What follows belongs to an exercise in optimizing a design on an open flow for small area and a short achievable clock period; a production flow would make more cautious choices. At most, simulation tests tie the RTL to the original design; equivalence was not proved. Power is estimated from default activity; no workload was simulated.

==> v3 <==
==> flow/design.v <==
module RegistroCargaIn #(parameter KA = 6)
(
	input  logic          clk,
	input  logic          rst,
	input  logic [15:0]   R_d,
	input  logic [15:0]   Y_d,
	input  logic [KA-1:0] rem_d,
	input  logic [3:0]    op_d,
	input  logic          zz_d,
	input  logic          bb_d,
	output logic [15:0]   R_q,
	output logic [15:0]   Y_q,
	output logic [KA-1:0] rem_q,
	output logic [3:0]    op_q,
	output logic          zz_q,
	output logic          bb_q
);
	always @ (posedge clk or posedge rst)
		if (rst) begin
			R_q <= 0;
			Y_q <= 0;
			rem_q <= 0;
			op_q <= 0;
			zz_q <= 0;
			bb_q <= 0;
		end
		else begin
			R_q <= R_d;
			Y_q <= Y_d;
			rem_q <= rem_d;
			op_q <= op_d;
			zz_q <= zz_d;
			bb_q <= bb_d;
		end
endmodule
module RegistroCargaOut
(
	input  logic        clk,
	input  logic        rst,
	input  logic [15:0] res_d,
	input  logic [6:0]  segD_d,
	output logic [15:0] res_q,
	output logic [6:0]  segD_q
);
	always @ (posedge clk or posedge rst)
		if (rst) begin
			res_q <= 0;
			segD_q <= 0;
		end
		else begin
			res_q <= res_d;
			segD_q <= segD_d;
		end
endmodule
module bin2bcd
(
	input  logic [7:0] bin,
	input  logic       on,
	output logic [6:0] segA,
	output logic [6:0] segB
);
	function automatic logic [3:0] add3(input logic [3:0] d);
		add3[3] = d[3] | d[2] & (d[1] | d[0]);
		add3[2] = d[2] & ~d[1] & ~d[0] | d[3] & d[0];
		add3[1] = ~d[2] & d[1] | d[1] & d[0] | d[3] & ~d[0];
		add3[0] = ~d[3] & ~d[2] & d[0] | d[2] & d[1] & ~d[0] | d[3] & ~d[0];
	endfunction
	function automatic logic [6:0] seg7(input logic [3:0] d);
		seg7[6] = ~d[3] & ~d[2] & ~d[1] & d[0] | d[2] & ~d[1] & ~d[0];
		seg7[5] = d[2] & (d[1] ^ d[0]);
		seg7[4] = ~d[2] & d[1] & ~d[0];
		seg7[3] = ~d[3] & ~d[2] & ~d[1] & d[0] | d[2] & ~d[1] & ~d[0] | d[2] & d[1] & d[0];
		seg7[2] = d[0] | d[2] & ~d[1];
		seg7[1] = ~d[3] & ~d[2] & (d[1] | d[0]) | d[2] & d[1] & d[0];
		seg7[0] = ~d[3] & ~d[2] & ~d[1] | d[2] & d[1] & d[0];
	endfunction
	logic [3:0] u1, u2, u3, u4, u5, t6, t7;
	always_comb begin
		u1 = add3({1'b0, bin[7:5]});
		u2 = add3({u1[2:0], bin[4]});
		u3 = add3({u2[2:0], bin[3]});
		u4 = add3({u3[2:0], bin[2]});
		u5 = add3({u4[2:0], bin[1]});
		t6 = add3({1'b0, u1[3], u2[3], u3[3]});
		t7 = add3({t6[2:0], u4[3]});
		segA = on ? seg7({u5[2:0], bin[0]}) : 7'b0000000;
		segB = on ? seg7({t7[2:0], u5[3]}) : 7'b0000000;
	end
endmodule
module divRow #(parameter J = 1)
(
	input  logic [15:0] r,
	input  logic        b,
	input  logic [15:0] Y,
	output logic        q,
	output logic [15:0] ro
);
	logic [J-1:0] t, rn;
	logic [J:0]   d;
	logic         hz;
	generate
		if (J == 1) begin : g1
			assign t = b;
		end else begin : gn
			assign t = {r[J-2:0], b};
		end
		if (J == 16) begin : g16
			assign hz = 1'b1;
			assign ro = rn;
		end else begin : gl
			assign hz = ~|Y[15:J];
			assign ro = {{(16-J){1'b0}}, rn};
		end
		if (J <= 5) begin : rip
			logic [J:0] bw;
			assign bw[0] = 1'b0;
			for (genvar i = 0; i < J; i++) begin : bit_
				assign d[i]    = t[i] ^ Y[i] ^ bw[i];
				assign bw[i+1] = (~t[i] & Y[i]) | (~t[i] & bw[i]) | (Y[i] & bw[i]);
			end
			assign d[J] = bw[J];
		end else begin : cla
			assign d = {1'b0, t} - {1'b0, Y[J-1:0]};
		end
	endgenerate
	assign q  = hz & ~d[J];
	assign rn = q ? d[J-1:0] : t;
endmodule
module macRow #(parameter J = 9)
(
	input  logic [15:0] r,
	input  logic        b,
	input  logic [15:0] Y,
	input  logic        m,
	output logic        q,
	output logic [15:0] ro,
	output logic        ov
);
	logic [J-1:0] t, w, rn;
	logic [J:0]   s;
	logic [J+1:0] s1;
	logic         hz;
	assign t = {r[J-2:0], b & ~m};
	assign w = m ? (Y[J-1:0] & {J{b}}) : ~Y[J-1:0];
	assign s1 = {1'b0, t, 1'b1} + {1'b0, w, ~m};
	assign s  = s1[J+1:1];
	generate
		if (J == 16) begin : g16
			assign hz = 1'b1;
			assign ro = rn;
		end else begin : gl
			assign hz = ~|Y[15:J];
			assign ro = {{(16-J){1'b0}}, rn};
		end
	endgenerate
	assign q  = hz & s[J];
	assign rn = (m | q) ? s[J-1:0] : t;
	assign ov = m & (s[J] | b & ~hz);
endmodule
module aluFront #(parameter KA = 6)
(
	input  logic [15:0]   Z, Y,
	input  logic [3:0]    op,
	output logic [15:0]   R,
	output logic [15:0]   Yr,
	output logic [KA-1:0] rem,
	output logic          zz,
	output logic          bb
);
	logic [15:0]   rr [0:KA];
	logic [KA-1:0] qhi;
	logic          dm, mul, shl, shr, sw, big;
	logic [15:0]   zs, oh, msk, A;
	logic [7:0]    B;
	genvar g;
	assign rr[0] = 16'd0;
	generate
		for (g = 1; g <= KA; g++) begin : rows
			divRow #(.J(g)) row (.r(rr[g-1]), .b(Z[16-g]), .Y(Y), .q(qhi[KA-g]), .ro(rr[g]));
		end
	endgenerate
	always_comb begin
		dm  = (op == 4'b1111) | (op == 4'b1000);
		mul = (op == 4'b1110);
		shl = (op == 4'b0010);
		shr = (op == 4'b0001);
		rem = dm ? rr[KA][KA-1:0] : '0;
		for (int i = 0; i < 16; i++) zs[i] = shr ? Z[15-i] : Z[i];
		sw  = |Y[15:8];
		big = |Y[15:4];
		oh  = 16'd1 << Y[3:0];
		msk = 16'hFFFF >> Y[3:0];
		if (mul) begin
			A = sw ? Y : Z;
			B = sw ? Z[7:0] : Y[7:0];
		end else begin
			A = Y[3] ? oh : zs;
			B = big ? 8'd0 : (Y[3] ? zs[7:0] : oh[7:0]);
		end
		if (dm)                    R = {qhi, Z[15-KA:0]};
		else if (mul | shl | shr)  R = {8'd0, B};
		else                       R = Z;
		Yr = (mul | shl | shr) ? A : Y;
		if (shl | shr) zz = big | ((zs & msk) == 16'd0);
		else           zz = (Z == 16'd0) | (Y == 16'd0);
		bb = (|Z[15:8]) & sw;
	end
endmodule
module paramCalculator #(parameter KA = 6)
(
	input  logic [15:0]   R,
	input  logic [15:0]   Y,
	input  logic [KA-1:0] rem,
	input  logic [3:0]    op,
	input  logic          zz,
	input  logic          bb,
	output logic [15:0]   res,
	output logic [6:0]    segD
);
	logic [15:0]    rr [KA:16];
	logic [15-KA:0] qlo;
	logic [16:9]    ov;
	logic           mm;
	genvar g;
	assign mm = (op == 4'b1110) | (op == 4'b0010) | (op == 4'b0001);
	assign rr[KA] = {{(16-KA){1'b0}}, rem};
	generate
		for (g = KA + 1; g <= 8; g++) begin : rows
			divRow #(.J(g)) row (.r(rr[g-1]), .b(R[16-g]), .Y(Y), .q(qlo[16-g]), .ro(rr[g]));
		end
		for (g = 9; g <= 16; g++) begin : macs
			macRow #(.J(g)) row (.r(rr[g-1]), .b(R[16-g]), .Y(Y), .m(mm), .q(qlo[16-g]), .ro(rr[g]), .ov(ov[g]));
		end
	endgenerate
	function automatic logic [16:0] radd(input logic [15:0] a, input logic [15:0] b, input logic ci);
		logic c;
		c = ci;
		for (int i = 0; i < 16; i++) begin
			radd[i] = a[i] ^ b[i] ^ c;
			c = (a[i] & b[i]) | (a[i] & c) | (b[i] & c);
		end
		radd[16] = c;
	endfunction
	function automatic logic gtr(input logic [15:0] a, input logic [15:0] b);
		logic c;
		c = 1'b0;
		for (int i = 0; i < 16; i++) c = (a[i] & ~b[i]) | (a[i] & c) | (~b[i] & c);
		gtr = c;
	endfunction
	logic        sub, gt, yz, ovf, fN, fZ, fC, fV;
	logic [16:0] s;
	logic [15:0] lg, acc;
	always_comb begin
		sub = op[0];
		gt  = gtr(R, Y);
		s   = radd(R, sub ? ~Y : Y, sub & gt);
		yz  = (Y == 16'd0);
		acc = rr[16];
		ovf = bb | (|ov);
		res = 16'd0;
		fN = 1'b0; fZ = 1'b0; fC = 1'b0; fV = 1'b0;
		lg = 16'd0;
		case (op)
			4'b1100: begin  
				if (s[16]) fC = 1'b1;
				else begin
					res = s[15:0];
					fZ = (s[15:0] == 16'd0);
				end
			end
			4'b1101: begin  
				if (gt) res = s[15:0];
				else begin
					res = ~s[15:0];
					fZ = (s[15:0] == 16'hFFFF);
					fN = ~fZ;
				end
			end
			4'b1110: begin  
				if (ovf) fC = 1'b1;
				else begin
					res = acc;
					fZ = zz;
				end
			end
			4'b1111: begin  
				if (yz) fV = 1'b1;
				else begin
					res = {R[15:16-KA], qlo};
					fZ = zz;
				end
			end
			4'b1000: begin  
				if (yz) fV = 1'b1;
				else begin
					res = acc;
					fZ = zz;
				end
			end
			4'b0010: begin  
				res = acc;
				fZ = zz;
			end
			4'b0001: begin  
				for (int i = 0; i < 16; i++) res[i] = acc[15-i];
				fZ = zz;
			end
			4'b1001, 4'b1010, 4'b1011: begin
				case (op[1:0])
					2'b01:   lg = R & Y;
					2'b10:   lg = R | Y;
					default: lg = R ^ Y;
				endcase
				res = lg;
				fZ = (lg == 16'd0);
			end
			default: ;
		endcase
		case ({fN, fZ, fC, fV})
			4'b1000: segD = 7'b1111110;
			4'b0100: segD = 7'b0010010;
			4'b0010: segD = 7'b1010101;
			4'b0001: segD = 7'b1000001;
			default: segD = 7'b1111111;
		endcase
	end
endmodule
module RegistroALU #(parameter N=16)
(
	clk, rst, Z_in, Y_in, mode_in, btn_change_in,
	segA_out, segB_out, segD_out, aritm_out_out
);
	localparam KA = 7;                
	input  logic clk;
	input  logic rst;
	input  logic [N-1:0] Z_in;
	input  logic [N-1:0] Y_in;
	input  logic [1:0] mode_in;
	input  logic [1:0] btn_change_in;
	output logic [6:0] segA_out;
	output logic [6:0] segB_out;
	output logic [6:0] segD_out;
	output logic [N-1:0] aritm_out_out;
	logic [15:0]   R_a, R_m, Y_a, Y_m;
	logic [KA-1:0] rem_a, rem_m;
	logic          zz_a, zz_m, bb_a, bb_m;
	logic [3:0]    op_m;
	logic [15:0]   res_b;
	logic [6:0]    segD_b;
	aluFront #(.KA(KA)) front (
		.Z(Z_in), .Y(Y_in), .op({btn_change_in, mode_in}),
		.R(R_a), .Yr(Y_a), .rem(rem_a), .zz(zz_a), .bb(bb_a));
	RegistroCargaIn #(.KA(KA)) registroIn (
		.clk(clk), .rst(rst),
		.R_d(R_a), .Y_d(Y_a), .rem_d(rem_a), .op_d({btn_change_in, mode_in}), .zz_d(zz_a), .bb_d(bb_a),
		.R_q(R_m), .Y_q(Y_m), .rem_q(rem_m), .op_q(op_m), .zz_q(zz_m), .bb_q(bb_m));
	paramCalculator #(.KA(KA)) alu (
		.R(R_m), .Y(Y_m), .rem(rem_m), .op(op_m), .zz(zz_m), .bb(bb_m),
		.res(res_b), .segD(segD_b));
	RegistroCargaOut registroOut (
		.clk(clk), .rst(rst), .res_d(res_b), .segD_d(segD_b),
		.res_q(aritm_out_out), .segD_q(segD_out));
	bin2bcd display (
		.bin(aritm_out_out[7:0]), .on(segD_out[6] | segD_out[4]),
		.segA(segA_out), .segB(segB_out));
endmodule
==> flow/flow/run.sh <==
#!/bin/bash
# Standard layout, with repair_timing aiming for 40 ns of setup slack at the design's period.
set -euo pipefail
bash standard.sh SETUP_SLACK_MARGIN=40 finish > layout.log 2>&1
==> flow/standard.sh <==
#!/bin/bash
# synth_recipe.tcl (not shown) runs the flow's synth.tcl, then flattens the netlist and writes it again
# the make line also repeats each setting of config.mk as NAME=value (left out here)
make -C /OpenROAD-flow-scripts/flow DESIGN_CONFIG=/design/flow/config.mk WORK_HOME=/design/flow/orfs CLKGATE_MAP_FILE= SYNTH_SCRIPT=/design/flow/synth_recipe.tcl "${@:-finish}"
==> flow/config.mk <==
export PLATFORM = sky130hd
export DESIGN_NAME = RegistroALU
export DESIGN_NICKNAME = RegistroALU
export VERILOG_FILES = /design/flow/design.v
export SDC_FILE = /design/flow/constraint.sdc
export NUM_CORES = 4
export LEC_CHECK = 0
export ABC_AREA = 1
export CAP_MARGIN = 20
export CORE_MARGIN = 2
export CORE_UTILIZATION = 40
export SLEW_MARGIN = 20
==> flow/constraint.sdc <==
create_clock -name core_clock -period 55.0 [get_ports {clk}]
set_input_delay 11.0000 -clock core_clock [delete_from_list [all_inputs] [get_ports {clk}]]
set_output_delay 11.0000 -clock core_clock [all_outputs]
set_load 0.01 [all_outputs]
==> v32: changes against v3 <==
--- a/flow/design.v
+++ b/flow/design.v
@@ -89,3 +89,59 @@
 endmodule
-module divRow #(parameter J = 1)
+module pSub #(parameter J = 16, parameter SK = 0)
+(
+	input  logic [J-1:0] t,
+	input  logic [J-1:0] x,
+	output logic [J-1:0] d,
+	output logic         bout
+);
+	logic [J-1:0] G, P, Gn, Pn, bin, g2, p2;
+	always_comb begin
+		G = ~t & x;      
+		P = ~t | x;      
+		for (int i = 0; i < J; i++) begin
+			g2[i] = (i == 0) ? G[0] : G[i] | (P[i] & G[i-1]);
+			p2[i] = (i == 0) ? P[0] : P[i] & P[i-1];
+		end
+		if (SK == 2) begin
+			for (int i = 1; i < J; i += 2) begin
+				G[i] = G[i] | (P[i] & G[i-1]);
+				P[i] = P[i] & P[i-1];
+			end
+			for (int l = 1; (1 << l) < J; l++) begin
+				Gn = G;
+				Pn = P;
+				for (int i = 1; i < J; i += 2)
+					if (i >= (1 << l) + 1) begin
+						Gn[i] = G[i] | (P[i] & G[i - (1 << l)]);
+						Pn[i] = P[i] & P[i - (1 << l)];
+					end
+				G = Gn;
+				P = Pn;
+			end
+			for (int i = 2; i < J; i += 2) begin
+				G[i] = g2[i] | (p2[i] & G[i-2]);
+			end
+		end
+		else for (int l = 0; (1 << l) < J; l++) begin
+			Gn = G;
+			Pn = P;
+			for (int i = 0; i < J; i++) begin
+				if (SK == 0 && i >= (1 << l)) begin
+					Gn[i] = G[i] | (P[i] & G[i - (1 << l)]);
+					Pn[i] = P[i] & P[i - (1 << l)];
+				end
+				if (SK != 0 && ((i >> l) & 1)) begin
+					Gn[i] = G[i] | (P[i] & G[((i >> l) << l) - 1]);
+					Pn[i] = P[i] & P[((i >> l) << l) - 1];
+				end
+			end
+			G = Gn;
+			P = Pn;
+		end
+		bin  = {G[J-2:0], 1'b0};
+		d    = (t ^ bin) ^ x;
+		bout = G[J-1];
+	end
+endmodule
+module divRow #(parameter J = 1, parameter SK = 2)
 (
@@ -113,12 +169,6 @@
 		end
-		if (J <= 5) begin : rip
-			logic [J:0] bw;
-			assign bw[0] = 1'b0;
-			for (genvar i = 0; i < J; i++) begin : bit_
-				assign d[i]    = t[i] ^ Y[i] ^ bw[i];
-				assign bw[i+1] = (~t[i] & Y[i]) | (~t[i] & bw[i]) | (Y[i] & bw[i]);
-			end
-			assign d[J] = bw[J];
-		end else begin : cla
-			assign d = {1'b0, t} - {1'b0, Y[J-1:0]};
+		if (J == 1) begin : one
+			assign d = {~t & Y[0], t ^ Y[0]};
+		end else begin : sub
+			pSub #(.J(J), .SK(SK)) s (.t(t), .x(Y[J-1:0]), .d(d[J-1:0]), .bout(d[J]));
 		end
@@ -128,3 +178,3 @@
 endmodule
-module macRow #(parameter J = 9)
+module macRow #(parameter J = 9, parameter SK = 2)
 (
@@ -138,10 +188,8 @@
 );
-	logic [J-1:0] t, w, rn;
-	logic [J:0]   s;
-	logic [J+1:0] s1;
+	logic [J-1:0] t, x, rn;
+	logic [J:0]   d;
 	logic         hz;
-	assign t = {r[J-2:0], b & ~m};
-	assign w = m ? (Y[J-1:0] & {J{b}}) : ~Y[J-1:0];
-	assign s1 = {1'b0, t, 1'b1} + {1'b0, w, ~m};
-	assign s  = s1[J+1:1];
+	assign t = {r[J-2:0], b | m};
+	assign x = Y[J-1:0] & {J{b | ~m}};
+	pSub #(.J(J), .SK(SK)) s (.t(t), .x(x), .d(d[J-1:0]), .bout(d[J]));
 	generate
@@ -155,5 +203,5 @@
 	endgenerate
-	assign q  = hz & s[J];
-	assign rn = (m | q) ? s[J-1:0] : t;
-	assign ov = m & (s[J] | b & ~hz);
+	assign q  = hz & ~d[J];
+	assign rn = (m | q) ? d[J-1:0] : t;
+	assign ov = m & (d[J] | b & ~hz);
 endmodule
@@ -231,3 +279,4 @@
 		for (g = 9; g <= 16; g++) begin : macs
-			macRow #(.J(g)) row (.r(rr[g-1]), .b(R[16-g]), .Y(Y), .m(mm), .q(qlo[16-g]), .ro(rr[g]), .ov(ov[g]));
+			macRow #(.J(g)) row (.r(g == 9 ? rr[8] | {16{mm}} : rr[g-1]), .b(R[16-g]), .Y(Y), .m(mm),
+				.q(qlo[16-g]), .ro(rr[g]), .ov(ov[g]));
 		end
@@ -257,3 +306,3 @@
 		yz  = (Y == 16'd0);
-		acc = rr[16];
+		acc = ~rr[16];
 		ovf = bb | (|ov);
@@ -295,3 +344,3 @@
 				else begin
-					res = acc;
+					res = rr[16];
 					fZ = zz;
@@ -332,3 +381,3 @@
 );
-	localparam KA = 7;                
+	localparam KA = 5;                
 	input  logic clk;
==> flow/flow/run.sh (replaced) <==
#!/bin/bash
# Standard layout, with repair_timing asked for more setup slack than the period needs.
set -euo pipefail
bash standard.sh SETUP_SLACK_MARGIN=40 finish > layout.log 2>&1
==> v5: changes against v3 <==
--- a/flow/design.v
+++ b/flow/design.v
@@ -113,3 +113,3 @@
 		end
-		if (J <= 5) begin : rip
+		if (J <= 1) begin : rip
 			logic [J:0] bw;
@@ -138,10 +138,8 @@
 );
-	logic [J-1:0] t, w, rn;
-	logic [J:0]   s;
-	logic [J+1:0] s1;
+	logic [J-1:0] t, x, rn;
+	logic [J:0]   d;
 	logic         hz;
-	assign t = {r[J-2:0], b & ~m};
-	assign w = m ? (Y[J-1:0] & {J{b}}) : ~Y[J-1:0];
-	assign s1 = {1'b0, t, 1'b1} + {1'b0, w, ~m};
-	assign s  = s1[J+1:1];
+	assign t = {r[J-2:0], b | m};
+	assign x = Y[J-1:0] & {J{b | ~m}};
+	assign d = {1'b0, t} - {1'b0, x};
 	generate
@@ -155,5 +153,5 @@
 	endgenerate
-	assign q  = hz & s[J];
-	assign rn = (m | q) ? s[J-1:0] : t;
-	assign ov = m & (s[J] | b & ~hz);
+	assign q  = hz & ~d[J];
+	assign rn = (m | q) ? d[J-1:0] : t;
+	assign ov = m & (d[J] | b & ~hz);
 endmodule
@@ -231,3 +229,4 @@
 		for (g = 9; g <= 16; g++) begin : macs
-			macRow #(.J(g)) row (.r(rr[g-1]), .b(R[16-g]), .Y(Y), .m(mm), .q(qlo[16-g]), .ro(rr[g]), .ov(ov[g]));
+			macRow #(.J(g)) row (.r(g == 9 ? rr[8] | {16{mm}} : rr[g-1]), .b(R[16-g]), .Y(Y), .m(mm),
+				.q(qlo[16-g]), .ro(rr[g]), .ov(ov[g]));
 		end
@@ -257,3 +256,3 @@
 		yz  = (Y == 16'd0);
-		acc = rr[16];
+		acc = ~rr[16];
 		ovf = bb | (|ov);
@@ -295,3 +294,3 @@
 				else begin
-					res = acc;
+					res = rr[16];
 					fZ = zz;
@@ -332,3 +331,3 @@
 );
-	localparam KA = 7;                
+	localparam KA = 6;                
 	input  logic clk;
==> flow/flow/run.sh (replaced) <==
#!/bin/bash
# Standard layout, with repair_timing asked for more setup slack than the period needs.
set -euo pipefail
bash standard.sh SETUP_SLACK_MARGIN=33 finish > layout.log 2>&1
==> v24: changes against v3 <==
--- a/flow/design.v
+++ b/flow/design.v
@@ -138,10 +138,8 @@
 );
-	logic [J-1:0] t, w, rn;
-	logic [J:0]   s;
-	logic [J+1:0] s1;
+	logic [J-1:0] t, x, rn;
+	logic [J:0]   d;
 	logic         hz;
-	assign t = {r[J-2:0], b & ~m};
-	assign w = m ? (Y[J-1:0] & {J{b}}) : ~Y[J-1:0];
-	assign s1 = {1'b0, t, 1'b1} + {1'b0, w, ~m};
-	assign s  = s1[J+1:1];
+	assign t = {r[J-2:0], b | m};
+	assign x = Y[J-1:0] & {J{b | ~m}};
+	assign d = {1'b0, t} - {1'b0, x};
 	generate
@@ -155,5 +153,5 @@
 	endgenerate
-	assign q  = hz & s[J];
-	assign rn = (m | q) ? s[J-1:0] : t;
-	assign ov = m & (s[J] | b & ~hz);
+	assign q  = hz & ~d[J];
+	assign rn = (m | q) ? d[J-1:0] : t;
+	assign ov = m & (d[J] | b & ~hz);
 endmodule
@@ -231,3 +229,4 @@
 		for (g = 9; g <= 16; g++) begin : macs
-			macRow #(.J(g)) row (.r(rr[g-1]), .b(R[16-g]), .Y(Y), .m(mm), .q(qlo[16-g]), .ro(rr[g]), .ov(ov[g]));
+			macRow #(.J(g)) row (.r(g == 9 ? rr[8] | {16{mm}} : rr[g-1]), .b(R[16-g]), .Y(Y), .m(mm),
+				.q(qlo[16-g]), .ro(rr[g]), .ov(ov[g]));
 		end
@@ -257,3 +256,3 @@
 		yz  = (Y == 16'd0);
-		acc = rr[16];
+		acc = ~rr[16];
 		ovf = bb | (|ov);
@@ -295,3 +294,3 @@
 				else begin
-					res = acc;
+					res = rr[16];
 					fZ = zz;
@@ -332,3 +331,3 @@
 );
-	localparam KA = 7;                
+	localparam KA = 6;                
 	input  logic clk;
==> flow/flow/run.sh (replaced) <==
#!/bin/bash
# Standard layout, with repair_timing asked for more setup slack than the period needs.
set -euo pipefail
bash standard.sh SETUP_SLACK_MARGIN=38 TNS_END_PERCENT=20 finish > layout.log 2>&1
==> impl_metrics.csv <==
group,metric,value,unit
route,vias,18640,
pwr,swShare,55.51,%
finish,multi_input_area_share,65.95,%
logic_synthesis,synth_area_leaders,"nand2_1, dfrtp_1, inv_1, nor2_1, nand3_1",
worst_setup_path,reg2regPathDepth,110,
finish,regArea,0.001632,mm^2
cts,clk_pin_slew,0.05,ns
logic_synthesis,synth_commonest_cells,"nand2_1, inv_1, nor2_1, nand3_1, o21ai_0",
run_status,status,"timing/DRC/antenna clean",
route,wirelength_met1,24860,um
the above is filed under v32

==> impl_metrics.csv <==
group,metric,value,unit
run_status,status,"timing/DRC/antenna clean",
route,vias,16410,
finish,multi_input_area_share,69.75,%
logic_synthesis,synth_area_leaders,"ha_1, nand2_1, dfrtp_1, inv_1, o21ai_0",
route,wirelength_met1,22630,um
pwr,swShare,56.13,%
cts,clk_pin_slew,0.05,ns
route,dr_wl_met3,2977,um
logic_synthesis,synth_commonest_cells,"nand2_1, inv_1, nor2_1, o21ai_0, ha_1",
the above is filed under v5

==> impl_metrics.csv <==
group,metric,value,unit
route,wirelength_met1,26730,um
sta,max_freq,50.45,MHz
finish,multi_input_area_share,64.24,%
route,dr_wl_met3,4475,um
finish,regArea,0.001688,mm^2
logic_synthesis,synth_area_leaders,"nand2_1, ha_1, inv_1, dfrtp_1, o21ai_0",
pwr,swShare,52.83,%
route,vias,19650,
logic_synthesis,synth_commonest_cells,"nand2_1, inv_1, o21ai_0, nand3_1, ha_1",
cts,clk_pin_slew,0.06,ns
run_status,status,"timing/DRC/antenna clean",
the above is filed under v3

==> impl_metrics.csv <==
group,metric,value,unit
run_status,status,"timing/DRC/antenna clean",
logic_synthesis,synth_area_leaders,"ha_1, nand2_1, dfrtp_1, inv_1, nand3_1",
finish,multi_input_area_share,66.81,%
route,vias,17760,
logic_synthesis,synth_commonest_cells,"nand2_1, inv_1, nor2_1, nand3_1, ha_1",
finish,regArea,0.001662,mm^2
pwr,swShare,53.35,%
route,wirelength_met1,23800,um
worst_setup_path,reg2regPathDepth,130,
finish,top_regs,"registroIn.R_q x16, registroIn.Y_q x16, registroOut.res_q x16",
cts,clk_pin_slew,0.05,ns
the above is filed under v24

Function not checked in v3 and v24: the RTL went through the layout flow alone.

[separate check: timing with driven ports]
The flow's constraints put no driver on any port. The routed layouts listed below were extracted and timed again, unchanged, in two steps. Step 1 assumes that a clkbuf_16 drives the clock port and a buf_2 every other input. Step 2 also shifts input and output timing later by t, the mid clock arrival at the registers, as if the neighbouring blocks saw the same clock. a / b / c = no drivers / after step 1 / after step 2; a / b = the first two.
| run | shift t [ns] | setup slack, ns | worst setup path after step 2 | worst register clock-pin slew, ns |
|---|---|---|---|---|
| v3 | 0.394 | 35.177 / 35.193 / 34.799 | input to register | 0.06 / 0.06 |
| v32 | 0.380 | 39.557 / 39.557 / 39.177 | input to register | 0.06 / 0.06 |
| v5 | 0.395 | 34.874 / 34.895 / 34.500 | input to register | 0.06 / 0.06 |
| v24 | 0.393 | 36.718 / 36.735 / 36.342 | input to register | 0.06 / 0.06 |
After both steps setup and hold are still met in every run listed. For v32, which loses most, drivers alone change the setup slack by 0.000 ns; drivers and shift together by -0.380 ns.
